What follows belongs to an exercise in optimizing a design on an open flow for small area, a short achievable clock period and few clock cycles per item; a production flow would make more cautious choices. Only simulation tests tie the RTL to the original design; equivalence was not proved.

==> design/flow/design.v <==
module calc (
                  input [7:0]  inpA ,
                  input [7:0]  inpB ,
                  input [01:0] inpOpType ,
                  output[15:0] outC  ,
                  input        iValid ,
                  output       iStall ,
                  input        oStall ,
                  output       oValid ,
                  input        clk ,
                  input        rstn
                  ) ;
   reg         v0, v1, vo, vs ;
   reg         nvo, nvs ;
   reg  [7:0]  a0, b0 ;
   reg  [1:0]  op0 ;
   reg         dv1 ;           
   reg  [19:0] r1 ;
   reg  [15:0] ro, rs ;
   wire        frz  = ~nvs ;              
   wire        take = ~oStall | nvo ;     
   wire        sub  = op0[0] ;
   wire [7:0]  bx   = b0 ^ {8{sub}} ;
   wire [8:0]  ac ;
   wire [7:0]  as ;
   assign ac[0] = sub ;
   genvar j ;
   generate
     for (j = 0; j < 8; j = j + 1) begin : g_as
       assign as[j]   = a0[j] ^ bx[j] ^ ac[j] ;
       assign ac[j+1] = (a0[j] & bx[j]) | (a0[j] & ac[j]) | (bx[j] & ac[j]) ;
     end
   endgenerate
   wire        ov   = ac[8] ^ sub ;           
   wire [15:0] r_as = {{7{ov & sub}}, ov, as} ;
   wire [15:0] r_mul ;
   wire m_pp0_0 = a0[0] & b0[0];
   wire m_pp0_1 = a0[0] & b0[1];
   wire m_pp0_2 = a0[0] & b0[2];
   wire m_pp0_3 = a0[0] & b0[3];
   wire m_pp0_4 = a0[0] & b0[4];
   wire m_pp0_5 = a0[0] & b0[5];
   wire m_pp0_6 = a0[0] & b0[6];
   wire m_pp0_7 = a0[0] & b0[7];
   wire m_pp1_0 = a0[1] & b0[0];
   wire m_pp1_1 = a0[1] & b0[1];
   wire m_pp1_2 = a0[1] & b0[2];
   wire m_pp1_3 = a0[1] & b0[3];
   wire m_pp1_4 = a0[1] & b0[4];
   wire m_pp1_5 = a0[1] & b0[5];
   wire m_pp1_6 = a0[1] & b0[6];
   wire m_pp1_7 = a0[1] & b0[7];
   wire m_pp2_0 = a0[2] & b0[0];
   wire m_pp2_1 = a0[2] & b0[1];
   wire m_pp2_2 = a0[2] & b0[2];
   wire m_pp2_3 = a0[2] & b0[3];
   wire m_pp2_4 = a0[2] & b0[4];
   wire m_pp2_5 = a0[2] & b0[5];
   wire m_pp2_6 = a0[2] & b0[6];
   wire m_pp2_7 = a0[2] & b0[7];
   wire m_pp3_0 = a0[3] & b0[0];
   wire m_pp3_1 = a0[3] & b0[1];
   wire m_pp3_2 = a0[3] & b0[2];
   wire m_pp3_3 = a0[3] & b0[3];
   wire m_pp3_4 = a0[3] & b0[4];
   wire m_pp3_5 = a0[3] & b0[5];
   wire m_pp3_6 = a0[3] & b0[6];
   wire m_pp3_7 = a0[3] & b0[7];
   wire m_pp4_0 = a0[4] & b0[0];
   wire m_pp4_1 = a0[4] & b0[1];
   wire m_pp4_2 = a0[4] & b0[2];
   wire m_pp4_3 = a0[4] & b0[3];
   wire m_pp4_4 = a0[4] & b0[4];
   wire m_pp4_5 = a0[4] & b0[5];
   wire m_pp4_6 = a0[4] & b0[6];
   wire m_pp4_7 = a0[4] & b0[7];
   wire m_pp5_0 = a0[5] & b0[0];
   wire m_pp5_1 = a0[5] & b0[1];
   wire m_pp5_2 = a0[5] & b0[2];
   wire m_pp5_3 = a0[5] & b0[3];
   wire m_pp5_4 = a0[5] & b0[4];
   wire m_pp5_5 = a0[5] & b0[5];
   wire m_pp5_6 = a0[5] & b0[6];
   wire m_pp5_7 = a0[5] & b0[7];
   wire m_pp6_0 = a0[6] & b0[0];
   wire m_pp6_1 = a0[6] & b0[1];
   wire m_pp6_2 = a0[6] & b0[2];
   wire m_pp6_3 = a0[6] & b0[3];
   wire m_pp6_4 = a0[6] & b0[4];
   wire m_pp6_5 = a0[6] & b0[5];
   wire m_pp6_6 = a0[6] & b0[6];
   wire m_pp6_7 = a0[6] & b0[7];
   wire m_pp7_0 = a0[7] & b0[0];
   wire m_pp7_1 = a0[7] & b0[1];
   wire m_pp7_2 = a0[7] & b0[2];
   wire m_pp7_3 = a0[7] & b0[3];
   wire m_pp7_4 = a0[7] & b0[4];
   wire m_pp7_5 = a0[7] & b0[5];
   wire m_pp7_6 = a0[7] & b0[6];
   wire m_pp7_7 = a0[7] & b0[7];
   wire m_w1 = m_pp0_6 ^ m_pp1_5;
   wire m_w2 = m_pp0_6 & m_pp1_5;
   wire m_w3 = m_pp0_7 ^ m_pp1_6 ^ m_pp2_5;
   wire m_w4 = (m_pp0_7 & m_pp1_6) | (m_pp0_7 & m_pp2_5) | (m_pp1_6 & m_pp2_5);
   wire m_w5 = m_pp3_4 ^ m_pp4_3;
   wire m_w6 = m_pp3_4 & m_pp4_3;
   wire m_w7 = m_pp1_7 ^ m_pp2_6 ^ m_pp3_5;
   wire m_w8 = (m_pp1_7 & m_pp2_6) | (m_pp1_7 & m_pp3_5) | (m_pp2_6 & m_pp3_5);
   wire m_w9 = m_pp4_4 ^ m_pp5_3;
   wire m_w10 = m_pp4_4 & m_pp5_3;
   wire m_w11 = m_pp2_7 ^ m_pp3_6 ^ m_pp4_5;
   wire m_w12 = (m_pp2_7 & m_pp3_6) | (m_pp2_7 & m_pp4_5) | (m_pp3_6 & m_pp4_5);
   wire m_w13 = m_pp0_4 ^ m_pp1_3;
   wire m_w14 = m_pp0_4 & m_pp1_3;
   wire m_w15 = m_pp0_5 ^ m_pp1_4 ^ m_pp2_3;
   wire m_w16 = (m_pp0_5 & m_pp1_4) | (m_pp0_5 & m_pp2_3) | (m_pp1_4 & m_pp2_3);
   wire m_w17 = m_pp3_2 ^ m_pp4_1;
   wire m_w18 = m_pp3_2 & m_pp4_1;
   wire m_w19 = m_w1 ^ m_pp2_4 ^ m_pp3_3;
   wire m_w20 = (m_w1 & m_pp2_4) | (m_w1 & m_pp3_3) | (m_pp2_4 & m_pp3_3);
   wire m_w21 = m_pp4_2 ^ m_pp5_1 ^ m_pp6_0;
   wire m_w22 = (m_pp4_2 & m_pp5_1) | (m_pp4_2 & m_pp6_0) | (m_pp5_1 & m_pp6_0);
   wire m_w23 = m_w3 ^ m_w5 ^ m_pp5_2;
   wire m_w24 = (m_w3 & m_w5) | (m_w3 & m_pp5_2) | (m_w5 & m_pp5_2);
   wire m_w25 = m_pp6_1 ^ m_pp7_0 ^ m_w2;
   wire m_w26 = (m_pp6_1 & m_pp7_0) | (m_pp6_1 & m_w2) | (m_pp7_0 & m_w2);
   wire m_w27 = m_w7 ^ m_w9 ^ m_pp6_2;
   wire m_w28 = (m_w7 & m_w9) | (m_w7 & m_pp6_2) | (m_w9 & m_pp6_2);
   wire m_w29 = m_pp7_1 ^ m_w4 ^ m_w6;
   wire m_w30 = (m_pp7_1 & m_w4) | (m_pp7_1 & m_w6) | (m_w4 & m_w6);
   wire m_w31 = m_w11 ^ m_pp5_4 ^ m_pp6_3;
   wire m_w32 = (m_w11 & m_pp5_4) | (m_w11 & m_pp6_3) | (m_pp5_4 & m_pp6_3);
   wire m_w33 = m_pp7_2 ^ m_w8 ^ m_w10;
   wire m_w34 = (m_pp7_2 & m_w8) | (m_pp7_2 & m_w10) | (m_w8 & m_w10);
   wire m_w35 = m_pp3_7 ^ m_pp4_6 ^ m_pp5_5;
   wire m_w36 = (m_pp3_7 & m_pp4_6) | (m_pp3_7 & m_pp5_5) | (m_pp4_6 & m_pp5_5);
   wire m_w37 = m_pp6_4 ^ m_pp7_3 ^ m_w12;
   wire m_w38 = (m_pp6_4 & m_pp7_3) | (m_pp6_4 & m_w12) | (m_pp7_3 & m_w12);
   wire m_w39 = m_pp4_7 ^ m_pp5_6 ^ m_pp6_5;
   wire m_w40 = (m_pp4_7 & m_pp5_6) | (m_pp4_7 & m_pp6_5) | (m_pp5_6 & m_pp6_5);
   wire m_w41 = m_pp0_3 ^ m_pp1_2;
   wire m_w42 = m_pp0_3 & m_pp1_2;
   wire m_w43 = m_w13 ^ m_pp2_2 ^ m_pp3_1;
   wire m_w44 = (m_w13 & m_pp2_2) | (m_w13 & m_pp3_1) | (m_pp2_2 & m_pp3_1);
   wire m_w45 = m_w15 ^ m_w17 ^ m_pp5_0;
   wire m_w46 = (m_w15 & m_w17) | (m_w15 & m_pp5_0) | (m_w17 & m_pp5_0);
   wire m_w47 = m_w19 ^ m_w21 ^ m_w16;
   wire m_w48 = (m_w19 & m_w21) | (m_w19 & m_w16) | (m_w21 & m_w16);
   wire m_w49 = m_w23 ^ m_w25 ^ m_w20;
   wire m_w50 = (m_w23 & m_w25) | (m_w23 & m_w20) | (m_w25 & m_w20);
   wire m_w51 = m_w27 ^ m_w29 ^ m_w24;
   wire m_w52 = (m_w27 & m_w29) | (m_w27 & m_w24) | (m_w29 & m_w24);
   wire m_w53 = m_w31 ^ m_w33 ^ m_w28;
   wire m_w54 = (m_w31 & m_w33) | (m_w31 & m_w28) | (m_w33 & m_w28);
   wire m_w55 = m_w35 ^ m_w37 ^ m_w32;
   wire m_w56 = (m_w35 & m_w37) | (m_w35 & m_w32) | (m_w37 & m_w32);
   wire m_w57 = m_w39 ^ m_pp7_4 ^ m_w36;
   wire m_w58 = (m_w39 & m_pp7_4) | (m_w39 & m_w36) | (m_pp7_4 & m_w36);
   wire m_w59 = m_pp5_7 ^ m_pp6_6 ^ m_pp7_5;
   wire m_w60 = (m_pp5_7 & m_pp6_6) | (m_pp5_7 & m_pp7_5) | (m_pp6_6 & m_pp7_5);
   wire m_w61 = m_pp0_2 ^ m_pp1_1;
   wire m_w62 = m_pp0_2 & m_pp1_1;
   wire m_w63 = m_w41 ^ m_pp2_1 ^ m_pp3_0;
   wire m_w64 = (m_w41 & m_pp2_1) | (m_w41 & m_pp3_0) | (m_pp2_1 & m_pp3_0);
   wire m_w65 = m_w43 ^ m_pp4_0 ^ m_w42;
   wire m_w66 = (m_w43 & m_pp4_0) | (m_w43 & m_w42) | (m_pp4_0 & m_w42);
   wire m_w67 = m_w45 ^ m_w14 ^ m_w44;
   wire m_w68 = (m_w45 & m_w14) | (m_w45 & m_w44) | (m_w14 & m_w44);
   wire m_w69 = m_w47 ^ m_w18 ^ m_w46;
   wire m_w70 = (m_w47 & m_w18) | (m_w47 & m_w46) | (m_w18 & m_w46);
   wire m_w71 = m_w49 ^ m_w22 ^ m_w48;
   wire m_w72 = (m_w49 & m_w22) | (m_w49 & m_w48) | (m_w22 & m_w48);
   wire m_w73 = m_w51 ^ m_w26 ^ m_w50;
   wire m_w74 = (m_w51 & m_w26) | (m_w51 & m_w50) | (m_w26 & m_w50);
   wire m_w75 = m_w53 ^ m_w30 ^ m_w52;
   wire m_w76 = (m_w53 & m_w30) | (m_w53 & m_w52) | (m_w30 & m_w52);
   wire m_w77 = m_w55 ^ m_w34 ^ m_w54;
   wire m_w78 = (m_w55 & m_w34) | (m_w55 & m_w54) | (m_w34 & m_w54);
   wire m_w79 = m_w57 ^ m_w38 ^ m_w56;
   wire m_w80 = (m_w57 & m_w38) | (m_w57 & m_w56) | (m_w38 & m_w56);
   wire m_w81 = m_w59 ^ m_w40 ^ m_w58;
   wire m_w82 = (m_w59 & m_w40) | (m_w59 & m_w58) | (m_w40 & m_w58);
   wire m_w83 = m_pp6_7 ^ m_pp7_6 ^ m_w60;
   wire m_w84 = (m_pp6_7 & m_pp7_6) | (m_pp6_7 & m_w60) | (m_pp7_6 & m_w60);
   wire m_w85 = m_pp0_1 ^ m_pp1_0;
   wire m_w86 = m_pp0_1 & m_pp1_0;
   wire m_w87 = m_w61 ^ m_pp2_0 ^ m_w86;
   wire m_w88 = (m_w61 & m_pp2_0) | (m_w61 & m_w86) | (m_pp2_0 & m_w86);
   wire m_w89 = m_w63 ^ m_w62 ^ m_w88;
   wire m_w90 = (m_w63 & m_w62) | (m_w63 & m_w88) | (m_w62 & m_w88);
   wire m_w91 = m_w65 ^ m_w64 ^ m_w90;
   wire m_w92 = (m_w65 & m_w64) | (m_w65 & m_w90) | (m_w64 & m_w90);
   wire m_w93 = m_w67 ^ m_w66 ^ m_w92;
   wire m_w94 = (m_w67 & m_w66) | (m_w67 & m_w92) | (m_w66 & m_w92);
   wire m_w95 = m_w69 ^ m_w68 ^ m_w94;
   wire m_w96 = (m_w69 & m_w68) | (m_w69 & m_w94) | (m_w68 & m_w94);
   wire m_w97 = m_w71 ^ m_w70 ^ m_w96;
   wire m_w98 = (m_w71 & m_w70) | (m_w71 & m_w96) | (m_w70 & m_w96);
   wire m_w99 = m_w73 ^ m_w72 ^ m_w98;
   wire m_w100 = (m_w73 & m_w72) | (m_w73 & m_w98) | (m_w72 & m_w98);
   wire m_w101 = m_w75 ^ m_w74 ^ m_w100;
   wire m_w102 = (m_w75 & m_w74) | (m_w75 & m_w100) | (m_w74 & m_w100);
   wire m_w103 = m_w77 ^ m_w76 ^ m_w102;
   wire m_w104 = (m_w77 & m_w76) | (m_w77 & m_w102) | (m_w76 & m_w102);
   wire m_w105 = m_w79 ^ m_w78 ^ m_w104;
   wire m_w106 = (m_w79 & m_w78) | (m_w79 & m_w104) | (m_w78 & m_w104);
   wire m_w107 = m_w81 ^ m_w80 ^ m_w106;
   wire m_w108 = (m_w81 & m_w80) | (m_w81 & m_w106) | (m_w80 & m_w106);
   wire m_w109 = m_w83 ^ m_w82 ^ m_w108;
   wire m_w110 = (m_w83 & m_w82) | (m_w83 & m_w108) | (m_w82 & m_w108);
   wire m_w111 = m_pp7_7 ^ m_w84 ^ m_w110;
   wire m_w112 = (m_pp7_7 & m_w84) | (m_pp7_7 & m_w110) | (m_w84 & m_w110);
   wire m_w113 = 1'b0 ^ m_w112;
   wire m_w114 = 1'b0 & m_w112;
   assign r_mul = {m_w113,m_w111,m_w109,m_w107,m_w105,m_w103,m_w101,m_w99,m_w97,m_w95,m_w93,m_w91,m_w89,m_w87,m_w85,m_pp0_0};
   wire dhhz1 = ~|b0[7:1] ;
   wire dhhz2 = ~|b0[7:2] ;
   wire dhhz3 = ~|b0[7:3] ;
   wire dhhz4 = ~|b0[7:4] ;
   wire dhhz5 = ~|b0[7:5] ;
   wire dhhz6 = ~|b0[7:6] ;
   wire dhhz7 = ~|b0[7:7] ;
   wire dhhz8 = 1'b1 ;
   wire dh7_hz = dhhz1 ;
   wire [1:0] dh7_br ;
   wire [0:0] dh7_d ;
   assign dh7_br[0] = 1'b0 ;
   assign dh7_d[0] = a0[7] ^ b0[0] ^ dh7_br[0] ;
   assign dh7_br[1] = (~a0[7] & b0[0]) | (~(a0[7] ^ b0[0]) & dh7_br[0]) ;
   wire dh7_q = dh7_hz & ~dh7_br[1] ;
   wire dh7_r0 = dh7_q ? dh7_d[0] : a0[7] ;
   wire dh6_hz = dhhz2 ;
   wire [2:0] dh6_br ;
   wire [1:0] dh6_d ;
   assign dh6_br[0] = 1'b0 ;
   assign dh6_d[0] = a0[6] ^ b0[0] ^ dh6_br[0] ;
   assign dh6_br[1] = (~a0[6] & b0[0]) | (~(a0[6] ^ b0[0]) & dh6_br[0]) ;
   assign dh6_d[1] = dh7_r0 ^ b0[1] ^ dh6_br[1] ;
   assign dh6_br[2] = (~dh7_r0 & b0[1]) | (~(dh7_r0 ^ b0[1]) & dh6_br[1]) ;
   wire dh6_q = dh6_hz & ~dh6_br[2] ;
   wire dh6_r0 = dh6_q ? dh6_d[0] : a0[6] ;
   wire dh6_r1 = dh6_q ? dh6_d[1] : dh7_r0 ;
   wire dh5_hz = dhhz3 ;
   wire [3:0] dh5_br ;
   wire [2:0] dh5_d ;
   assign dh5_br[0] = 1'b0 ;
   assign dh5_d[0] = a0[5] ^ b0[0] ^ dh5_br[0] ;
   assign dh5_br[1] = (~a0[5] & b0[0]) | (~(a0[5] ^ b0[0]) & dh5_br[0]) ;
   assign dh5_d[1] = dh6_r0 ^ b0[1] ^ dh5_br[1] ;
   assign dh5_br[2] = (~dh6_r0 & b0[1]) | (~(dh6_r0 ^ b0[1]) & dh5_br[1]) ;
   assign dh5_d[2] = dh6_r1 ^ b0[2] ^ dh5_br[2] ;
   assign dh5_br[3] = (~dh6_r1 & b0[2]) | (~(dh6_r1 ^ b0[2]) & dh5_br[2]) ;
   wire dh5_q = dh5_hz & ~dh5_br[3] ;
   wire dh5_r0 = dh5_q ? dh5_d[0] : a0[5] ;
   wire dh5_r1 = dh5_q ? dh5_d[1] : dh6_r0 ;
   wire dh5_r2 = dh5_q ? dh5_d[2] : dh6_r1 ;
   wire dh4_hz = dhhz4 ;
   wire [4:0] dh4_br ;
   wire [3:0] dh4_d ;
   assign dh4_br[0] = 1'b0 ;
   assign dh4_d[0] = a0[4] ^ b0[0] ^ dh4_br[0] ;
   assign dh4_br[1] = (~a0[4] & b0[0]) | (~(a0[4] ^ b0[0]) & dh4_br[0]) ;
   assign dh4_d[1] = dh5_r0 ^ b0[1] ^ dh4_br[1] ;
   assign dh4_br[2] = (~dh5_r0 & b0[1]) | (~(dh5_r0 ^ b0[1]) & dh4_br[1]) ;
   assign dh4_d[2] = dh5_r1 ^ b0[2] ^ dh4_br[2] ;
   assign dh4_br[3] = (~dh5_r1 & b0[2]) | (~(dh5_r1 ^ b0[2]) & dh4_br[2]) ;
   assign dh4_d[3] = dh5_r2 ^ b0[3] ^ dh4_br[3] ;
   assign dh4_br[4] = (~dh5_r2 & b0[3]) | (~(dh5_r2 ^ b0[3]) & dh4_br[3]) ;
   wire dh4_q = dh4_hz & ~dh4_br[4] ;
   wire dh4_r0 = dh4_q ? dh4_d[0] : a0[4] ;
   wire dh4_r1 = dh4_q ? dh4_d[1] : dh5_r0 ;
   wire dh4_r2 = dh4_q ? dh4_d[2] : dh5_r1 ;
   wire dh4_r3 = dh4_q ? dh4_d[3] : dh5_r2 ;
   wire [19:0] dstate = {b0, {dh7_q, dh6_q, dh5_q, dh4_q}, {dh4_r3, dh4_r2, dh4_r1, dh4_r0}, a0[3:0]} ;
   wire        dv0  = op0[1] & op0[0] ;
   wire [19:0] r1_n = {dstate[19:16], dv0 ? dstate[15:0] : (op0[1] ? r_mul : r_as)} ;
   wire [7:0]  b1 = r1[19:12] ;
   wire dlhz1 = ~|b1[7:1] ;
   wire dlhz2 = ~|b1[7:2] ;
   wire dlhz3 = ~|b1[7:3] ;
   wire dlhz4 = ~|b1[7:4] ;
   wire dlhz5 = ~|b1[7:5] ;
   wire dlhz6 = ~|b1[7:6] ;
   wire dlhz7 = ~|b1[7:7] ;
   wire dlhz8 = 1'b1 ;
   wire dl3_hz = dlhz5 ;
   wire [5:0] dl3_br ;
   wire [4:0] dl3_d ;
   assign dl3_br[0] = 1'b0 ;
   assign dl3_d[0] = r1[3] ^ b1[0] ^ dl3_br[0] ;
   assign dl3_br[1] = (~r1[3] & b1[0]) | (~(r1[3] ^ b1[0]) & dl3_br[0]) ;
   assign dl3_d[1] = r1[4] ^ b1[1] ^ dl3_br[1] ;
   assign dl3_br[2] = (~r1[4] & b1[1]) | (~(r1[4] ^ b1[1]) & dl3_br[1]) ;
   assign dl3_d[2] = r1[5] ^ b1[2] ^ dl3_br[2] ;
   assign dl3_br[3] = (~r1[5] & b1[2]) | (~(r1[5] ^ b1[2]) & dl3_br[2]) ;
   assign dl3_d[3] = r1[6] ^ b1[3] ^ dl3_br[3] ;
   assign dl3_br[4] = (~r1[6] & b1[3]) | (~(r1[6] ^ b1[3]) & dl3_br[3]) ;
   assign dl3_d[4] = r1[7] ^ b1[4] ^ dl3_br[4] ;
   assign dl3_br[5] = (~r1[7] & b1[4]) | (~(r1[7] ^ b1[4]) & dl3_br[4]) ;
   wire dl3_q = dl3_hz & ~dl3_br[5] ;
   wire dl3_r0 = dl3_q ? dl3_d[0] : r1[3] ;
   wire dl3_r1 = dl3_q ? dl3_d[1] : r1[4] ;
   wire dl3_r2 = dl3_q ? dl3_d[2] : r1[5] ;
   wire dl3_r3 = dl3_q ? dl3_d[3] : r1[6] ;
   wire dl3_r4 = dl3_q ? dl3_d[4] : r1[7] ;
   wire dl2_hz = dlhz6 ;
   wire [6:0] dl2_br ;
   wire [5:0] dl2_d ;
   assign dl2_br[0] = 1'b0 ;
   assign dl2_d[0] = r1[2] ^ b1[0] ^ dl2_br[0] ;
   assign dl2_br[1] = (~r1[2] & b1[0]) | (~(r1[2] ^ b1[0]) & dl2_br[0]) ;
   assign dl2_d[1] = dl3_r0 ^ b1[1] ^ dl2_br[1] ;
   assign dl2_br[2] = (~dl3_r0 & b1[1]) | (~(dl3_r0 ^ b1[1]) & dl2_br[1]) ;
   assign dl2_d[2] = dl3_r1 ^ b1[2] ^ dl2_br[2] ;
   assign dl2_br[3] = (~dl3_r1 & b1[2]) | (~(dl3_r1 ^ b1[2]) & dl2_br[2]) ;
   assign dl2_d[3] = dl3_r2 ^ b1[3] ^ dl2_br[3] ;
   assign dl2_br[4] = (~dl3_r2 & b1[3]) | (~(dl3_r2 ^ b1[3]) & dl2_br[3]) ;
   assign dl2_d[4] = dl3_r3 ^ b1[4] ^ dl2_br[4] ;
   assign dl2_br[5] = (~dl3_r3 & b1[4]) | (~(dl3_r3 ^ b1[4]) & dl2_br[4]) ;
   assign dl2_d[5] = dl3_r4 ^ b1[5] ^ dl2_br[5] ;
   assign dl2_br[6] = (~dl3_r4 & b1[5]) | (~(dl3_r4 ^ b1[5]) & dl2_br[5]) ;
   wire dl2_q = dl2_hz & ~dl2_br[6] ;
   wire dl2_r0 = dl2_q ? dl2_d[0] : r1[2] ;
   wire dl2_r1 = dl2_q ? dl2_d[1] : dl3_r0 ;
   wire dl2_r2 = dl2_q ? dl2_d[2] : dl3_r1 ;
   wire dl2_r3 = dl2_q ? dl2_d[3] : dl3_r2 ;
   wire dl2_r4 = dl2_q ? dl2_d[4] : dl3_r3 ;
   wire dl2_r5 = dl2_q ? dl2_d[5] : dl3_r4 ;
   wire dl1_hz = dlhz7 ;
   wire [7:0] dl1_br ;
   wire [6:0] dl1_d ;
   assign dl1_br[0] = 1'b0 ;
   wire dl1_g0 = ~r1[1] & b1[0] ;
   wire dl1_p0 = ~(r1[1] ^ b1[0]) ;
   wire dl1_g1 = ~dl2_r0 & b1[1] ;
   wire dl1_p1 = ~(dl2_r0 ^ b1[1]) ;
   wire dl1_g2 = ~dl2_r1 & b1[2] ;
   wire dl1_p2 = ~(dl2_r1 ^ b1[2]) ;
   wire dl1_g3 = ~dl2_r2 & b1[3] ;
   wire dl1_p3 = ~(dl2_r2 ^ b1[3]) ;
   wire dl1_g4 = ~dl2_r3 & b1[4] ;
   wire dl1_p4 = ~(dl2_r3 ^ b1[4]) ;
   wire dl1_g5 = ~dl2_r4 & b1[5] ;
   wire dl1_p5 = ~(dl2_r4 ^ b1[5]) ;
   wire dl1_g6 = ~dl2_r5 & b1[6] ;
   wire dl1_p6 = ~(dl2_r5 ^ b1[6]) ;
   assign dl1_br[1] = dl1_g0 | (dl1_p0 & dl1_br[0]) ;
   assign dl1_br[2] = dl1_g1 | (dl1_p1 & dl1_g0) | (dl1_p1 & dl1_p0 & dl1_br[0]) ;
   assign dl1_br[3] = dl1_g2 | (dl1_p2 & dl1_br[2]) ;
   assign dl1_br[4] = dl1_g3 | (dl1_p3 & dl1_g2) | (dl1_p3 & dl1_p2 & dl1_br[2]) ;
   assign dl1_br[5] = dl1_g4 | (dl1_p4 & dl1_br[4]) ;
   assign dl1_br[6] = dl1_g5 | (dl1_p5 & dl1_g4) | (dl1_p5 & dl1_p4 & dl1_br[4]) ;
   assign dl1_br[7] = dl1_g6 | (dl1_p6 & dl1_br[6]) ;
   assign dl1_d[0] = r1[1] ^ b1[0] ^ dl1_br[0] ;
   assign dl1_d[1] = dl2_r0 ^ b1[1] ^ dl1_br[1] ;
   assign dl1_d[2] = dl2_r1 ^ b1[2] ^ dl1_br[2] ;
   assign dl1_d[3] = dl2_r2 ^ b1[3] ^ dl1_br[3] ;
   assign dl1_d[4] = dl2_r3 ^ b1[4] ^ dl1_br[4] ;
   assign dl1_d[5] = dl2_r4 ^ b1[5] ^ dl1_br[5] ;
   assign dl1_d[6] = dl2_r5 ^ b1[6] ^ dl1_br[6] ;
   wire dl1_q = dl1_hz & ~dl1_br[7] ;
   wire dl1_r0 = dl1_q ? dl1_d[0] : r1[1] ;
   wire dl1_r1 = dl1_q ? dl1_d[1] : dl2_r0 ;
   wire dl1_r2 = dl1_q ? dl1_d[2] : dl2_r1 ;
   wire dl1_r3 = dl1_q ? dl1_d[3] : dl2_r2 ;
   wire dl1_r4 = dl1_q ? dl1_d[4] : dl2_r3 ;
   wire dl1_r5 = dl1_q ? dl1_d[5] : dl2_r4 ;
   wire dl1_r6 = dl1_q ? dl1_d[6] : dl2_r5 ;
   wire dl0_hz = dlhz8 ;
   wire [8:0] dl0_br ;
   wire [7:0] dl0_d ;
   assign dl0_br[0] = 1'b0 ;
   wire dl0_g0 = ~r1[0] & b1[0] ;
   wire dl0_p0 = ~(r1[0] ^ b1[0]) ;
   wire dl0_g1 = ~dl1_r0 & b1[1] ;
   wire dl0_p1 = ~(dl1_r0 ^ b1[1]) ;
   wire dl0_g2 = ~dl1_r1 & b1[2] ;
   wire dl0_p2 = ~(dl1_r1 ^ b1[2]) ;
   wire dl0_g3 = ~dl1_r2 & b1[3] ;
   wire dl0_p3 = ~(dl1_r2 ^ b1[3]) ;
   wire dl0_g4 = ~dl1_r3 & b1[4] ;
   wire dl0_p4 = ~(dl1_r3 ^ b1[4]) ;
   wire dl0_g5 = ~dl1_r4 & b1[5] ;
   wire dl0_p5 = ~(dl1_r4 ^ b1[5]) ;
   wire dl0_g6 = ~dl1_r5 & b1[6] ;
   wire dl0_p6 = ~(dl1_r5 ^ b1[6]) ;
   wire dl0_g7 = ~dl1_r6 & b1[7] ;
   wire dl0_p7 = ~(dl1_r6 ^ b1[7]) ;
   assign dl0_br[1] = dl0_g0 | (dl0_p0 & dl0_br[0]) ;
   assign dl0_br[2] = dl0_g1 | (dl0_p1 & dl0_g0) | (dl0_p1 & dl0_p0 & dl0_br[0]) ;
   assign dl0_br[3] = dl0_g2 | (dl0_p2 & dl0_br[2]) ;
   assign dl0_br[4] = dl0_g3 | (dl0_p3 & dl0_g2) | (dl0_p3 & dl0_p2 & dl0_br[2]) ;
   assign dl0_br[5] = dl0_g4 | (dl0_p4 & dl0_br[4]) ;
   assign dl0_br[6] = dl0_g5 | (dl0_p5 & dl0_g4) | (dl0_p5 & dl0_p4 & dl0_br[4]) ;
   assign dl0_br[7] = dl0_g6 | (dl0_p6 & dl0_br[6]) ;
   assign dl0_br[8] = dl0_g7 | (dl0_p7 & dl0_g6) | (dl0_p7 & dl0_p6 & dl0_br[6]) ;
   assign dl0_d[0] = r1[0] ^ b1[0] ^ dl0_br[0] ;
   assign dl0_d[1] = dl1_r0 ^ b1[1] ^ dl0_br[1] ;
   assign dl0_d[2] = dl1_r1 ^ b1[2] ^ dl0_br[2] ;
   assign dl0_d[3] = dl1_r2 ^ b1[3] ^ dl0_br[3] ;
   assign dl0_d[4] = dl1_r3 ^ b1[4] ^ dl0_br[4] ;
   assign dl0_d[5] = dl1_r4 ^ b1[5] ^ dl0_br[5] ;
   assign dl0_d[6] = dl1_r5 ^ b1[6] ^ dl0_br[6] ;
   assign dl0_d[7] = dl1_r6 ^ b1[7] ^ dl0_br[7] ;
   wire dl0_q = dl0_hz & ~dl0_br[8] ;
   wire [15:0] res = dv1 ? ((b1 == 8'd0) ? 16'd0 : {8'd0, r1[11:8], {dl3_q, dl2_q, dl1_q, dl0_q}})
                         : r1[15:0] ;
   reg         vo_n, vs_n ;
   always @* begin
     vo_n = ~nvo ;
     vs_n = frz ;
     if (take) begin
       if (frz) begin
         vo_n = 1'b1 ;
         vs_n = 1'b0 ;
       end
       else vo_n = v1 ;
     end
     else if (!frz) vs_n = v1 ;
   end
always @(posedge clk or negedge rstn) begin
  if (!rstn) begin
    v0  <= 1'b0 ;
    v1  <= 1'b0 ;
    vo  <= 1'b0 ;
    vs  <= 1'b0 ;
    nvo <= 1'b1 ;
    nvs <= 1'b1 ;
  end
  else begin
    if (!frz) begin
      v0 <= iValid ;
      v1 <= v0 ;
    end
    vo  <= vo_n ;
    vs  <= vs_n ;
    nvo <= ~vo_n ;
    nvs <= ~vs_n ;
  end
end
always @(posedge clk) begin
  if (!frz) begin
    a0  <= inpA ;
    b0  <= inpB ;
    op0 <= inpOpType ;
    dv1 <= dv0 ;
    r1  <= r1_n ;
  end
  if (take) ro <= frz ? rs : res ;
  if (!frz) rs <= res ;
end
assign iStall = vs ;
assign oValid = vo ;
assign outC   = ro ;
endmodule
==> design/flow/flow/run.sh <==
#!/bin/bash
set -euo pipefail
R=$(pwd)/orfs/results/sky130hd/calc/base

# the standard synthesis, kept for its register names
bash standard.sh synth > 1_standard_synth.log 2>&1
cp "$R/1_2_yosys.v" std_1_2_yosys.v

# the same synthesis without ABC in Yosys's synth
rm -f "$R/1_2_yosys.v" "$R/1_synth.odb" "$R/1_synth.sdc"
if bash standard.sh SYNTH_ARGS=-noabc "$R/1_2_yosys.v" > 2_noabc_synth.log 2>&1 &&
   python3 flow/rename_regs.py std_1_2_yosys.v "$R/1_2_yosys.v" renamed_1_2_yosys.v > 3_rename.log 2>&1; then
  cp renamed_1_2_yosys.v "$R/1_2_yosys.v"
else
  echo "no-abc synthesis not used" >> 3_rename.log
  cp std_1_2_yosys.v "$R/1_2_yosys.v"
fi
# every combinational cell at the smallest drive strength of its family;
# the repair steps of the layout size up what timing, slew or load needs
python3 flow/downsize.py "$FLOW_HOME/platforms/sky130hd/lib/sky130_fd_sc_hd__tt_025C_1v80.lib" \
  "$R/1_2_yosys.v" downsized_1_2_yosys.v > 5_downsize.log 2>&1 &&
  cp downsized_1_2_yosys.v "$R/1_2_yosys.v"
touch "$R/1_2_yosys.v"

bash standard.sh BUFFER_PORTS_ARGS="-buffer_cell sky130_fd_sc_hd__buf_2" SETUP_SLACK_MARGIN=29.55 finish > 4_layout.log 2>&1
==> design/flow/flow/downsize.py <==
#!/usr/bin/env python3
"""downsize.py LIB NETLIST OUT

Give every combinational cell of a Yosys netlist the smallest-area drive
strength of its own cell family (same function and pins, e.g. nand2_4 ->
nand2_1). Registers, adders and tie cells are left as they are. The flow's
repair steps afterwards size up whatever timing, slew or load needs."""
import re, sys

lib = open(sys.argv[1]).read()
area = {m.group(1): float(m.group(3)) for m in re.finditer(
    r'cell \("?(sky130_fd_sc_hd__\w+)"?\)\s*\{(.*?)area\s*:\s*([\d.]+)', lib, re.S)}
dont = {'sky130_fd_sc_hd__probe_p_8', 'sky130_fd_sc_hd__probec_p_8'}
fam = {}
for c in area:
    m = re.match(r'(sky130_fd_sc_hd__\w+?)_(\d+)$', c)
    if m and c not in dont and 'lpflow' not in c:
        fam.setdefault(m.group(1), []).append(c)
skip = re.compile(r'__(e?s?df|dl|sdf|edf|fa|ha|fah|conb|tap|fill|decap|clk|probe|dly|bufbuf|bufinv)')
best = {}
for f, cs in fam.items():
    best[f] = min(cs, key=lambda c: (area[c], c))
text = open(sys.argv[2]).read()
n = 0
def sub(m):
    global n
    c = m.group(1)
    if skip.search(c):
        return m.group(0)
    f = re.match(r'(sky130_fd_sc_hd__\w+?)_(\d+)$', c)
    if not f or f.group(1) not in best or best[f.group(1)] == c:
        return m.group(0)
    n += 1
    return m.group(0).replace(c, best[f.group(1)], 1)
out = re.sub(r'^\s*(sky130_fd_sc_hd__\w+)\s', sub, text, flags=re.M)
open(sys.argv[3], 'w').write(out)
print(f"{n} cells downsized")
==> design/flow/flow/rename_regs.py <==
#!/usr/bin/env python3
"""rename_regs.py STD NEW OUT

STD and NEW are two Yosys netlists of the same design, from the standard
synthesis and from the same synthesis with `synth -noabc`. Their registers are
the same but may differ in the suffix Yosys puts after the register's name
(for example ro[0]$_DFFE_PN_ against ro[0]$_DFFE_PP_: the polarity of the
enable, before it was mapped to the library's enable flip-flop). Write NEW to
OUT with each register instance renamed to the standard synthesis's name.
Exit 1, writing nothing, unless every register pairs one to one, with the
same cell type."""
import re, sys

REG = re.compile(r'^\s*(sky130_fd_sc_hd__\w*df\w*)\s+(\\\S+|\S+)\s*\(', re.M)

def regs(text):
    out = {}
    for cell, name in REG.findall(text):
        base = name.lstrip('\\').split('$')[0]
        if base in out:
            raise SystemExit(f"two registers with base name {base}")
        out[base] = (cell, name)
    return out

std_t = open(sys.argv[1]).read()
new_t = open(sys.argv[2]).read()
std, new = regs(std_t), regs(new_t)
if set(std) != set(new):
    sys.exit(f"register sets differ: {sorted(set(std) ^ set(new))[:10]}")
for b in std:
    if std[b][0] != new[b][0]:
        sys.exit(f"cell type differs for {b}: {std[b][0]} {new[b][0]}")
n = 0
def sub(m):
    global n
    cell, name = m.group(1), m.group(2)
    base = name.lstrip('\\').split('$')[0]
    want = std[base][1]
    if want != name:
        n += 1
    return m.group(0).replace(name, want, 1)
out = REG.sub(sub, new_t)
# no name may be used twice
names = [nm for _, nm in REG.findall(out)]
assert len(names) == len(set(names))
open(sys.argv[3], 'w').write(out)
print(f"{len(std)} registers paired, {n} renamed")
==> design/flow/standard.sh <==
#!/bin/bash
# synth_recipe.tcl (not shown) runs the flow's synth.tcl, then flattens the netlist and writes it again
# the make line also repeats each setting of config.mk as NAME=value (left out here)
make -C /OpenROAD-flow-scripts/flow DESIGN_CONFIG=/design/flow/config.mk WORK_HOME=/design/flow/orfs CLKGATE_MAP_FILE= SYNTH_SCRIPT=/design/flow/synth_recipe.tcl "${@:-finish}"
==> design/flow/config.mk <==
export PLATFORM = sky130hd
export DESIGN_NAME = calc
export DESIGN_NICKNAME = calc
export VERILOG_FILES = /design/flow/design.v
export SDC_FILE = /design/flow/constraint.sdc
export NUM_CORES = 4
export LEC_CHECK = 0
export ABC_AREA = 1
export CAP_MARGIN = 20
export CORE_MARGIN = 2
export CORE_UTILIZATION = 40
export CTS_BUF_LIST = sky130_fd_sc_hd__clkbuf_8
export SLEW_MARGIN = 20
==> design/flow/constraint.sdc <==
create_clock -name core_clock -period 38.0 [get_ports {clk}]
set_input_delay 7.6000 -clock core_clock [delete_from_list [all_inputs] [get_ports {clk}]]
set_output_delay 7.6000 -clock core_clock [all_outputs]
set_load 0.01 [all_outputs]
==> impl_results.md, run 1 <==
* Worst slew pin tran at 0.839 ns
* TritonCTS Sinks at 77
* Area growth from synthesis to layout at 10.1%
* Core area at 14000 um^2
* Initial core utilization at 0.414
* Average routed wire per standard cell at 15.1 um
* Grt ovf at 0
* Status: complete, no violations
* RSZ-0062 raised after global routing: true
* Final Hold Viols at 0
* Hold Crit Class: flop to flop
* Port-buffer cells at 39
* Nets at 747
* Worst Setup End Kind: output port
* Buffer and inverter count on the worst path at 1
* Setup TNS at 0 ns
* # IOs at 40
* Clock Path Buffers at 2
* CTS tree: done
* Finish-stage setup viols at 0
* Critical path, cell by cell: buf_2
* Initial DRC Count at 245
* Die X at 124 um
* Crit path arrival time at 0.88 ns
* Final WS setup at 29.52 ns
* CTS Buf Count at 9
* Crit-path max FO at 1
* Final Critical Period at 8.48 ns
* 1st-pass router iterations at 4
* Final WL at 12200 um
* Vias in the first global route at 4186
* Die H at 124 um
* N_diodes at 0
* Max Freq at 118 MHz
* Worst-path clk slew at 0.08 ns
* CP top delay family: flip-flops
* FILL cells at 1340
* Placed Area at 6120 um^2
* Largest net degree at the start of global routing at 49
* Startpoint Class: flop
* Critical Path Slowest Stage Cell: dfrtp_1
* DP Worst Slack at 29.39 ns
* CTS Hold Bufs at 0
* First-pass GRT wire length at 20400 um
* CTS Root Cell: clkbuf_8
* Number of remaining DRC errors at 0
* Synthesized area at 5790 um^2
* GP Congestion at 0.831
* GRT Total Usage at 0.167
* Slew Limit Fails at 0
* FP Rows at 43
* Latest clock arrival within the worst-skew pair at 0.36 ns
* Crit share post-route at 0.223
* Worst Skew at 0.0212 ns
* Routed via count at 3933
* Mapped Nets at 719
* WP data required at 30.40 ns
* Die area at 15400 um^2
* Synthesis warning total at 1
* Share of cells above drive strength 1 at 0.0995
* Synth Instances at 590
* Relative slew margins at 0.439
* Max Cap Viol at 0
* Initial antenna violation count at 0
* Final HPWL DP at 9190 um
* Syn Area/Cell at 9.81 um^2
* H-tree depth at 3
* Critical path's largest stage delay at 0.39 ns
* Final ANT Viol Nets at 0
* Final instance area at 6370 um^2
* Kind of critical path: flop to output port
* Via density at 4.90
cells in the final DEF, fill, tap and decap left out, types with 9 or more instances in the layout:
cell      instances
buf_2            39
clkbuf_8          9
dfxtp_1          16
edfxtp_1         55
fa_1             75
ha_1             32
inv_1           112
nand2_1         156
nand3_1          21
nor2_1           20
o21ai_0          22
stage by stage:
| stage | instances | utilization | hold WS (ns) |
|---|---|---|---|
| floorplan | 590 | - | 0.424 |
| detailed placement | 784 | 0.437 | 0.456 |
| global route | 803 | 0.455 | 0.498 |
| global placement | 784 | 0.437 | 0.454 |
| finish | 803 | 0.455 | 0.473 |
| CTS | 800 | 0.453 | 0.481 |
per-layer routing:
metal  part of all wire  track usage  vias to the layer above
met1               0.43        0.205                     1941
met5                  0            0                        -
met4              0.018       0.0555                        0
met2               0.51        0.291                       72
met3              0.043       0.0378                       18
li1                   -            -                     1902
worst paths after layout:
kind / start / to / slack, ns / cells past startpoint
max: vs / iStall / 29.52 / 1
min: rs[12] / rs[12] / 0.47 / 2
max reg2reg: r1[13] / ro[0] / 30.13 / 34
min reg2reg: rs[12] / rs[12] / 0.47 / 2
max in group asynchronous: rstn / nvo / 30.73 / 1
min in group asynchronous: rstn / v0 / 7.05 / 1
final cells by class:
cell class / count / area, um^2 / area share
Clock buffer: 9 / 124 / 0.0194
Clock inverter: 7 / 97.6 / 0.0153
Inverter: 111 / 417 / 0.0654
Multi-Input combinational cell: 376 / 3160 / 0.496
Sequential cell: 77 / 2120 / 0.334
Tap cell: 180 / 225 / 0.0354
Timing Repair Buffer: 43 / 225 / 0.0354
registers in the layout, indices dropped and copies added, names as in the netlist:
| name | flops |
|---|---|
| op0 | 2 |
| ro | 16 |
| v0 | 1 |
| v1 | 1 |
| vs | 1 |
| a0 | 8 |
| r1 | 20 |
| vo | 1 |
| nvo | 1 |
| dv1 | 1 |
| rs | 16 |
| b0 | 8 |
| nvs | 1 |
timing repair:
item                                    in CTS  in global routing
resized for setup                            0                  2
setup buffers                                0                  3
endpoints found under the setup margin      18                 20
pin swaps                                    0                  0
Testbench counts, summed over its fixed seeds: cycles 12,024, items 12,000.
==> run 2: changes to the inputs <==
--- a/design/flow/config.mk
+++ b/design/flow/config.mk
@@ -7,3 +7,2 @@
 export LEC_CHECK = 0
-export ABC_AREA = 1
 export CAP_MARGIN = 20
==> impl_results.md, run 2 <==
* Status: complete, no violations
* Largest net degree at the start of global routing at 68 (+39%)
* Finish-stage setup viols at 0 (unchanged)
* Yosys chip area at 5740 um^2
* Nets at 644 (-14%)
* DP Worst Slack at 29.03 ns (-0.360 ns)
* Number of remaining DRC errors at 0 (unchanged)
* Multi-input logic area at 3490 um^2 (+11%)
* Synth Instances at 473 (-20%)
* Core area at 13900 um^2 (-0.38%)
* Synth top area share at 0.288
* N_diodes at 0 (unchanged)
* Relative slew margins at 0.473 (+0.0346)
* Synth cell count leaders: fa_1, and2_1, edfxtp_1
* Setup TNS at 0 ns (unchanged)
* WP data required at 30.40 ns (about the same)
* Buffer and inverter count on the worst path at 1 (unchanged)
* Top-count cell post-synth: fa_1
* Final Critical Period at 8.47 ns (-0.0115 ns)
* TritonCTS Sinks at 77 (unchanged)
* Commonest non-fill, non-tap cell in the layout: fa_1
* GRT Total Usage at 0.174 (+0.00703)
* Most used flip-flop cell after synthesis: edfxtp_1
* CTS tree: done
* Max FFs per register at 20 (unchanged)
* Slew Limit Fails at 0 (unchanged)
* Latest clock arrival within the worst-skew pair at 0.36 ns (about the same)
* Crit-path max FO at 1 (unchanged)
* Flip-flop and latch area at 2120 um^2 (unchanged)
* 1st-pass router iterations at 4 (unchanged)
* GP Congestion at 0.855 (+2.9%)
* Max Freq at 118 MHz (+0.14%)
* Final Hold Viols at 0 (unchanged)
* Hold Crit Class: flop to flop
* H-tree depth at 3 (unchanged)
* Worst Skew at 0.00880 ns (-0.0124 ns)
* Clock Path Buffers at 2 (unchanged)
* Kind of critical path: flop to output port
* FILL cells at 1266 (-5.5%)
* Final HPWL DP at 8850 um (-3.7%)
* Vias in the first global route at 3810 (-9.0%)
* Crit share post-route at 0.223 (-0.000303)
* Worst Setup End Kind: output port
* Routed via count at 3567 (-9.3%)
* Via density at 5.10 (+4.0%)
* Synthesis warning total at 1 (unchanged)
* Post-synth top area cell: edfxtp_1
* Final ANT Viol Nets at 0 (unchanged)
* Mapped Nets at 602 (-16%)
* Final WL at 12200 um (about the same)
* EDFF count, synth at 55
* Sequential-to-total area share from yosys stat at 0.370
* Die H at 123 um (-0.65%)
* Final WS setup at 29.53 ns (+0.0115 ns)
* Die X at 123 um (-0.65%)
* Largest registers: r1: 20 flops, ro: 16 flops, rs: 16 flops
* CTS Hold Bufs at 0 (unchanged)
* Number of synthesized register bits at 77
* Syn Area/Cell at 12.1 um^2 (+23%)
* Crit path arrival time at 0.87 ns (about the same)
* Critical path's largest stage delay at 0.37 ns (-0.02 ns)
* Average routed wire per standard cell at 17.4 um (+15%)
* FP Rows at 43 (unchanged)
* Synthesized area at 5710 um^2 (-1.3%)
* Initial core utilization at 0.410 (-0.00397)
* First-pass GRT wire length at 19800 um (-3.0%)
* Max Cap Viol at 0 (unchanged)
* Startpoint Class: flop
* CTS Root Cell: clkbuf_8
* Synth cell types at 41
* Most frequent cells in the layout: fa_1, and2_0, edfxtp_1, buf_2, nand2_1
* Initial antenna violation count at 0 (unchanged)
* Critical Path Slowest Stage Cell: edfxtp_1
* Asr flop ratio synth at 0.0779
* Area growth from synthesis to layout at 12.8%
* Port-buffer cells at 39 (unchanged)
* Top reg by flops: r1
* Grt ovf at 0 (unchanged)
* Area contributors post-synth: edfxtp_1, fa_1, ha_1
* # IOs at 40 (unchanged)
* CP top delay family: flip-flops
* RSZ-0062 raised after global routing: true
* CTS Buf Count at 9 (unchanged)
* Critical path, cell by cell: buf_2
* Initial DRC Count at 229 (-6.5%)
* Worst-path clk slew at 0.08 ns (about the same)
* Die area at 15200 um^2 (-1.3%)
* Worst slew pin tran at 0.790 ns (-0.0488 ns)
* Share of cells above drive strength 1 at 0.163 (+0.0639)
## run 2: worst paths after layout
| check | depth (start not counted) | slack, ns | end | start |
|---|---|---|---|---|
| setup / recovery | 1 | 29.53 | outC[11] | ro[11] |
| hold / removal | 2 | 0.47 | rs[12] | rs[12] |
| setup reg to reg | 29 | 29.78 | ro[0] | r1[12] |
| hold reg to reg | 2 | 0.47 | rs[12] | rs[12] |
| max in group asynchronous | 1 | 30.73 | nvs | rstn |
| min in group asynchronous | 1 | 7.05 | v0 | rstn |
## run 2: timing repair
action | 4_1_cts | 5_1_grt
gates resized for setup | 1 | 11
gates cloned | 0 | 1
buffers inserted | 3 | 6
setup endpoints to repair | 20 | 20
pin swaps | 1 | 6
## run 2: logic make-up (layout without fill, tap and decap cells)
logic type                 Yosys count  in the layout  share of synthesized area
and+or+nand+nor                    136            137                      0.132
adders and majority gates          107            107                      0.331
DFF                                 77             77                      0.370
AOI/OAI and AO/OA                   72             72                     0.0767
buffers and inverters               48             94                     0.0316
muxes                               24             24                     0.0447
xor gates and xnor gates             9              9                     0.0137
## run 2: layout make-up
type                            instances  share of cell area
Inverter                               28              0.0163
Multi-Input combinational cell        349               0.542
Tap cell                              180              0.0350
Clock buffer                           10              0.0214
Timing Repair Buffer                   50              0.0431
Sequential cell                        77               0.330
Clock inverter                          6              0.0126
## run 2: per-stage QoR
stage / cells / utilization / hold slack (ns) / area (um^2)
floorplan: 473 / - / 0.424 / 5750
global placement: 674 / 0.438 / 0.453 / 6110
detailed placement: 674 / 0.438 / 0.457 / 6110
CTS: 693 / 0.456 / 0.469 / 6350
global route: 700 / 0.462 / 0.499 / 6440
finish: 700 / 0.462 / 0.468 / 6440
## run 2: per-layer routing
metal | track usage | up-vias | wire, um
met5 | 0 | - | 0
met4 | 0.0568 | 0 | 174
met3 | 0.0309 | 13 | 401
met2 | 0.302 | 58 | 6320
met1 | 0.219 | 1801 | 5270
li1 | - | 1695 | -
==> run 3: changes to the inputs <==
--- a/design/flow/flow/run.sh
+++ b/design/flow/flow/run.sh
@@ -24,2 +24,2 @@
 
-bash standard.sh BUFFER_PORTS_ARGS="-buffer_cell sky130_fd_sc_hd__buf_2" SETUP_SLACK_MARGIN=29.55 finish > 4_layout.log 2>&1
+bash standard.sh BUFFER_PORTS_ARGS="-buffer_cell sky130_fd_sc_hd__buf_2" SETUP_SLACK_MARGIN=29.55 CTS_ARGS="-sink_clustering_enable -repair_clock_nets -buf_list sky130_fd_sc_hd__clkbuf_8 -dont_use_dummy_load" finish > 4_layout.log 2>&1
--- a/design/flow/config.mk
+++ b/design/flow/config.mk
@@ -7,2 +7,3 @@
 export LEC_CHECK = 0
+export ABC_AREA = 1
 export CAP_MARGIN = 20
==> impl_results.md, run 3 <==
* H-tree depth at 3 (unchanged)
* # IOs at 40 (unchanged)
* Syn Area/Cell at 9.81 um^2 (-19%)
* CTS tree: done
* Clock Path Buffers at 2 (unchanged)
* First-pass GRT wire length at 20300 um (+2.6%)
* Synthesized area at 5790 um^2 (+1.4%)
* Die X at 124 um (+0.66%)
* Vias in the first global route at 4178 (+9.7%)
* Finish-stage setup viols at 0 (unchanged)
* Max FFs per register at 20 (unchanged)
* Synthesis warning total at 1 (unchanged)
* R2R Path End: ro[0]
* TritonCTS Sinks at 77 (unchanged)
* GR Layer Usage met1 at 0.204 (-0.0154)
* WHS Endpoint: v0
* GP Congestion at 0.831 (-2.8%)
* Worst Reg-to-Reg Cells at 32 (+10%)
* Top reg by flops: r1
* Die area at 15400 um^2 (+1.3%)
* Final ANT Viol Nets at 0 (unchanged)
* Average routed wire per standard cell at 15.2 um (-13%)
* Grt ovf at 0 (unchanged)
* Met3 global-route usage at 0.0378 (+0.00690)
* Core area at 14000 um^2 (+0.39%)
* Kind of critical path: flop to output port
* Worst hold stages at 2 (unchanged)
* Mapped Nets at 719 (+19%)
* Setup TNS at 0 ns (unchanged)
* Top Usage Layer GRT: met2
* Critical R2R Launch: r1[13]
* Hold Crit Class: flop to flop
* Hold_sp: v0
* Nets at 747 (+16%)
* Worst-path clk slew at 0.08 ns (about the same)
* Synth Instances at 590 (+25%)
* CTS Root Cell: clkbuf_8
* Worst Skew at 0.0311 ns (+0.0223 ns)
* Final HPWL DP at 9190 um (+3.9%)
* Worst Setup End Kind: output port
* Final Hold Viols at 0 (unchanged)
* Startpoint Class: flop
* Share of cells above drive strength 1 at 0.0909 (-0.0726)
* CP top delay family: flip-flops
* Initial DRC Count at 260 (+14%)
* Relative slew margins at 0.431 (-0.0427)
* Worst slew pin tran at 0.851 ns (+0.0609 ns)
* Latest clock arrival within the worst-skew pair at 0.35 ns (about the same)
* Largest net degree at the start of global routing at 49 (-28%)
* Commonest non-fill, non-tap cell in the layout: nand2_1
* Initial antenna violation count at 0 (unchanged)
* FP Rows at 43 (unchanged)
* Most frequent cells in the layout: nand2_1, inv_1, fa_1, edfxtp_1, buf_2
* Critical Path Slowest Stage Cell: dfrtp_1
* Die H at 124 um (+0.66%)
* Crit share post-route at 0.223 (about the same)
* Largest registers: r1: 20 flops, ro: 16 flops, rs: 16 flops
* Status: complete, no violations
* Max Freq at 118 MHz (about the same)
* RSZ-0062 raised after global routing: true
* WP data required at 30.40 ns (about the same)
* Slew Limit Fails at 0 (unchanged)
* Buffer and inverter count on the worst path at 1 (unchanged)
* Via density at 4.95 (-2.9%)
* Critical path, cell by cell: buf_2
* Crit path arrival time at 0.88 ns (about the same)
* Number of remaining DRC errors at 0 (unchanged)
* Port-buffer cells at 39 (unchanged)
* Critical path's largest stage delay at 0.39 ns (+0.02 ns)
* GRT Total Usage at 0.166 (-0.00788)
* Met2 GRT Util at 0.289 (-0.0135)
* CTS Buf Count at 9 (unchanged)
* Final Critical Period at 8.48 ns (+0.00230 ns)
* 1st-pass router iterations at 4 (unchanged)
* Crit-path max FO at 1 (unchanged)
* Routed via count at 3939 (+10%)
* Final WL at 12100 um (-0.64%)
* Max Cap Viol at 0 (unchanged)
* Reg2reg setup slack at 30.16 ns (+0.38 ns)
* N_diodes at 0 (unchanged)
* Area growth from synthesis to layout at 8.39%
* Initial core utilization at 0.414 (+0.00397)
## run 3: how the worst max path moves through the flow
| stage | depth (start not counted) | slack (ns) | start | endpoint |
|---|---|---|---|---|
| final | 1 | 29.52 | vs | iStall |
| after global routing | 1 | 29.47 | vs | iStall |
| after global placement | 4 | 29.41 | oStall | ro[0] |
| after floorplan | 3 | 29.62 | oStall | ro[0] |
| after detailed placement | 4 | 29.39 | oStall | ro[3] |
| after CTS | 1 | 29.49 | vs | iStall |
## run 3: layer usage
layer / vias up / wire (um) / share of wire
met2: 76 / 6260 / 0.52
met3: 11 / 406 / 0.034
met5: - / 0 / 0
met4: 0 / 148 / 0.012
met1: 1961 / 5270 / 0.44
li1: 1891 / - / -
## run 3: cell type report
class                      instances  area, um^2
sequential                        77        2120
inverter                         111         417
timing repair buffer              43         225
tap                              180         225
clock buffer                       9         124
fill                            1351        7720
multi-input combinational        376        3160
## run 3: what timing repair did
action | in CTS | in global routing
resized for setup | 0 | 2
setup endpoints to repair | 18 | 20
hold buffers | 0 | 0
endpoints found under the hold margin | 0 | 0
buffers inserted | 0 | 3
## run 3: through the flow
stage | setup slack [ns] | area [um^2] | util | std cells | hold slack (ns)
after detailed placement | 29.39 | 6120 | 0.437 | 784 | 0.456
after global routing | 29.47 | 6270 | 0.448 | 796 | 0.498
after floorplan | 29.62 | 5790 | - | 590 | 0.424
after CTS | 29.49 | 6240 | 0.446 | 793 | 0.481
after global placement | 29.41 | 6120 | 0.437 | 784 | 0.454
final | 29.52 | 6270 | 0.448 | 796 | 0.477
==> run 4: changes to the inputs <==
--- a/design/flow/config.mk
+++ b/design/flow/config.mk
@@ -7,3 +7,2 @@
 export LEC_CHECK = 0
-export ABC_AREA = 1
 export CAP_MARGIN = 20
==> impl_results.md, run 4 <==
* Top-count cell post-synth: fa_1
* CTS Buf Count at 9 (unchanged)
* Final ANT Viol Nets at 0 (unchanged)
* Area contributors post-synth: edfxtp_1, fa_1, ha_1
* Top reg by flops: r1
* GP Congestion at 0.855 (+2.9%)
* TritonCTS Sinks at 77 (unchanged)
* Vias in the first global route at 3810 (-8.8%)
* Syn Area/Cell at 12.1 um^2 (+23%)
* Area growth from synthesis to layout at 11.2%
* Final Critical Period at 8.47 ns (-0.00610 ns)
* Crit path arrival time at 0.87 ns (about the same)
* Slew Limit Fails at 0 (unchanged)
* Nets at 644 (-14%)
* Buffer and inverter count on the worst path at 1 (unchanged)
* Synthesis warning total at 1 (unchanged)
* WP data required at 30.40 ns (about the same)
* Latest clock arrival within the worst-skew pair at 0.35 ns (about the same)
* RSZ-0062 raised after global routing: true
* Synth cell count leaders: fa_1, and2_1, edfxtp_1
* First-pass GRT wire length at 19800 um (-2.6%)
* N_diodes at 0 (unchanged)
* Commonest non-fill, non-tap cell in the layout: fa_1
* # IOs at 40 (unchanged)
* Die H at 123 um (-0.65%)
* Post-synth top area cell: edfxtp_1
* CTS Hold Bufs at 0 (unchanged)
* Port-buffer cells at 39 (unchanged)
* Largest net degree at the start of global routing at 68 (+39%)
* 1st-pass router iterations at 4 (unchanged)
* Die area at 15200 um^2 (-1.3%)
* Synth top area share at 0.288
* Core area at 13900 um^2 (-0.38%)
* Synth Instances at 473 (-20%)
* GRT Total Usage at 0.174 (+0.00828)
* Critical path, cell by cell: buf_2
* Hold Crit Class: flop to flop
* FILL cells at 1279 (-5.3%)
* Worst Setup End Kind: output port
* Crit-path max FO at 1 (unchanged)
* CP top delay family: flip-flops
* Initial antenna violation count at 0 (unchanged)
* Synth cell types at 41
* Die X at 123 um (-0.65%)
* Number of remaining DRC errors at 0 (unchanged)
* Critical path's largest stage delay at 0.37 ns (-0.02 ns)
* Crit share post-route at 0.223 (about the same)
* Mapped Nets at 602 (-16%)
* Via density at 5.13 (+3.6%)
* Max Freq at 118 MHz (about the same)
* FP Rows at 43 (unchanged)
* Synthesized area at 5710 um^2 (-1.3%)
* Initial DRC Count at 241 (-7.3%)
* H-tree depth at 3 (unchanged)
* Most frequent cells in the layout: fa_1, and2_0, edfxtp_1, buf_2, nand2_1
* Finish-stage setup viols at 0 (unchanged)
* Max Cap Viol at 0 (unchanged)
* EDFF count, synth at 55
* Worst slew pin tran at 0.809 ns (-0.0424 ns)
* Kind of critical path: flop to output port
* Number of synthesized register bits at 77
* Final Hold Viols at 0 (unchanged)
* Most used flip-flop cell after synthesis: edfxtp_1
* CTS tree: done
* Asr flop ratio synth at 0.0779
* Grt ovf at 0 (unchanged)
* Sequential-to-total area share from yosys stat at 0.370
* Final HPWL DP at 8850 um (-3.7%)
* Final WL at 12100 um (+0.47%)
* Worst-path clk slew at 0.07 ns (about the same)
* Startpoint Class: flop
* Initial core utilization at 0.410 (-0.00397)
* Routed via count at 3552 (-9.8%)
* Relative slew margins at 0.461 (+0.0303)
* Average routed wire per standard cell at 17.5 um (+15%)
* Setup TNS at 0 ns (unchanged)
* Critical Path Slowest Stage Cell: edfxtp_1
* CTS Root Cell: clkbuf_8
* Share of cells above drive strength 1 at 0.156 (+0.0650)
* Clock Path Buffers at 2 (unchanged)
* Max FFs per register at 20 (unchanged)
* Yosys chip area at 5740 um^2
* Largest registers: r1: 20 flops, ro: 16 flops, rs: 16 flops
* Status: complete, no violations
* Worst Skew at 0.00991 ns (-0.0212 ns)
[run 4: kinds of logic after synthesis]
family                   Yosys count  share of synthesized area
flip-flops                        77                      0.370
AO/OA/AOI/OAI                     72                     0.0767
multiplexers                      24                     0.0447
adder cells (fa/ha/maj)          107                      0.331
XOR/XNOR                           9                     0.0137
AND/OR/NAND/NOR                  136                      0.132
buffers and inverters             48                     0.0316
[run 4: path summary, 6_finish.rpt]
path	start	endpoint	slack (ns)	depth (start not counted)
max reg2reg	r1[12]	ro[0]	29.76	29
max in group asynchronous	rstn	nvs	30.73	1
max	ro[11]	outC[11]	29.53	1
min reg2reg	rs[12]	rs[12]	0.47	2
min in group asynchronous	rstn	v0	7.05	1
min	rs[12]	rs[12]	0.47	2
[run 4: per-layer routing]
metal  global-route usage  wire length, um  vias up  part of all wire
met3               0.0318              387       16             0.032
met2                0.304             6320       57              0.52
li1                     -                -     1690                 -
met4               0.0568              197        0             0.016
met5                    0                0        -                 0
met1                0.218             5240     1789              0.43
[run 4: area by class of cell]
type	instances	area [um^2]	share of cell area
timing repair buffer	50	278	0.0438
inverter	28	105	0.0166
clock buffer	9	124	0.0195
multi-input combinational	349	3490	0.550
tap	180	225	0.0355
sequential	77	2120	0.335
[run 4: timing repair]
| item | in CTS | in global routing |
|---|---|---|
| buffers inserted | 3 | 6 |
| cloned | 0 | 1 |
| resized for setup | 1 | 11 |
| endpoints found under the setup margin | 20 | 20 |
| pin swaps | 2 | 6 |
[run 4: through the flow]
stage,instances,hold WS [ns],util,worst slack (ns),area (um^2)
5_1_grt,693,0.497,0.455,29.47,6350
4_1_cts,686,0.468,0.449,29.50,6260
3_5_place_dp,674,0.457,0.438,29.03,6110
3_3_place_gp,674,0.453,0.438,29.26,6110
6_report,693,0.467,0.455,29.53,6350
2_1_floorplan,473,0.424,-,29.56,5750

[port drivers added, routing unchanged]
Ports are ideal in the flow. The routed layouts listed here were re-timed in OpenROAD.
Step 1 sets driving cells, clkbuf_16 on the clock port and buf_2 on the other inputs (assumed; they add their load-dependent delay and slew).
Step 2 moves the port delays by t, midway between the first and last clock arrival at a register: inputs arrive t later, outputs are due t later. That takes back most of the time a late clock gives input paths.
Slacks: ideal / step 1 / step 2; pairs: ideal / step 1.
run	t, ns	setup slack, ns	pins driven straight from the clock port
run 1	0.388	29.515 / 29.480 / 29.409	1
run 2	0.386	29.527 / 29.494 / 29.322	1
run 3	0.368	29.524 / 29.488 / 29.407	1
run 4	0.380	29.530 / 29.499 / 29.327	1
After both steps setup and hold are still met in every run listed. For run 2, which loses most, drivers alone change the setup slack by -0.033 ns; drivers and shift together by -0.205 ns.
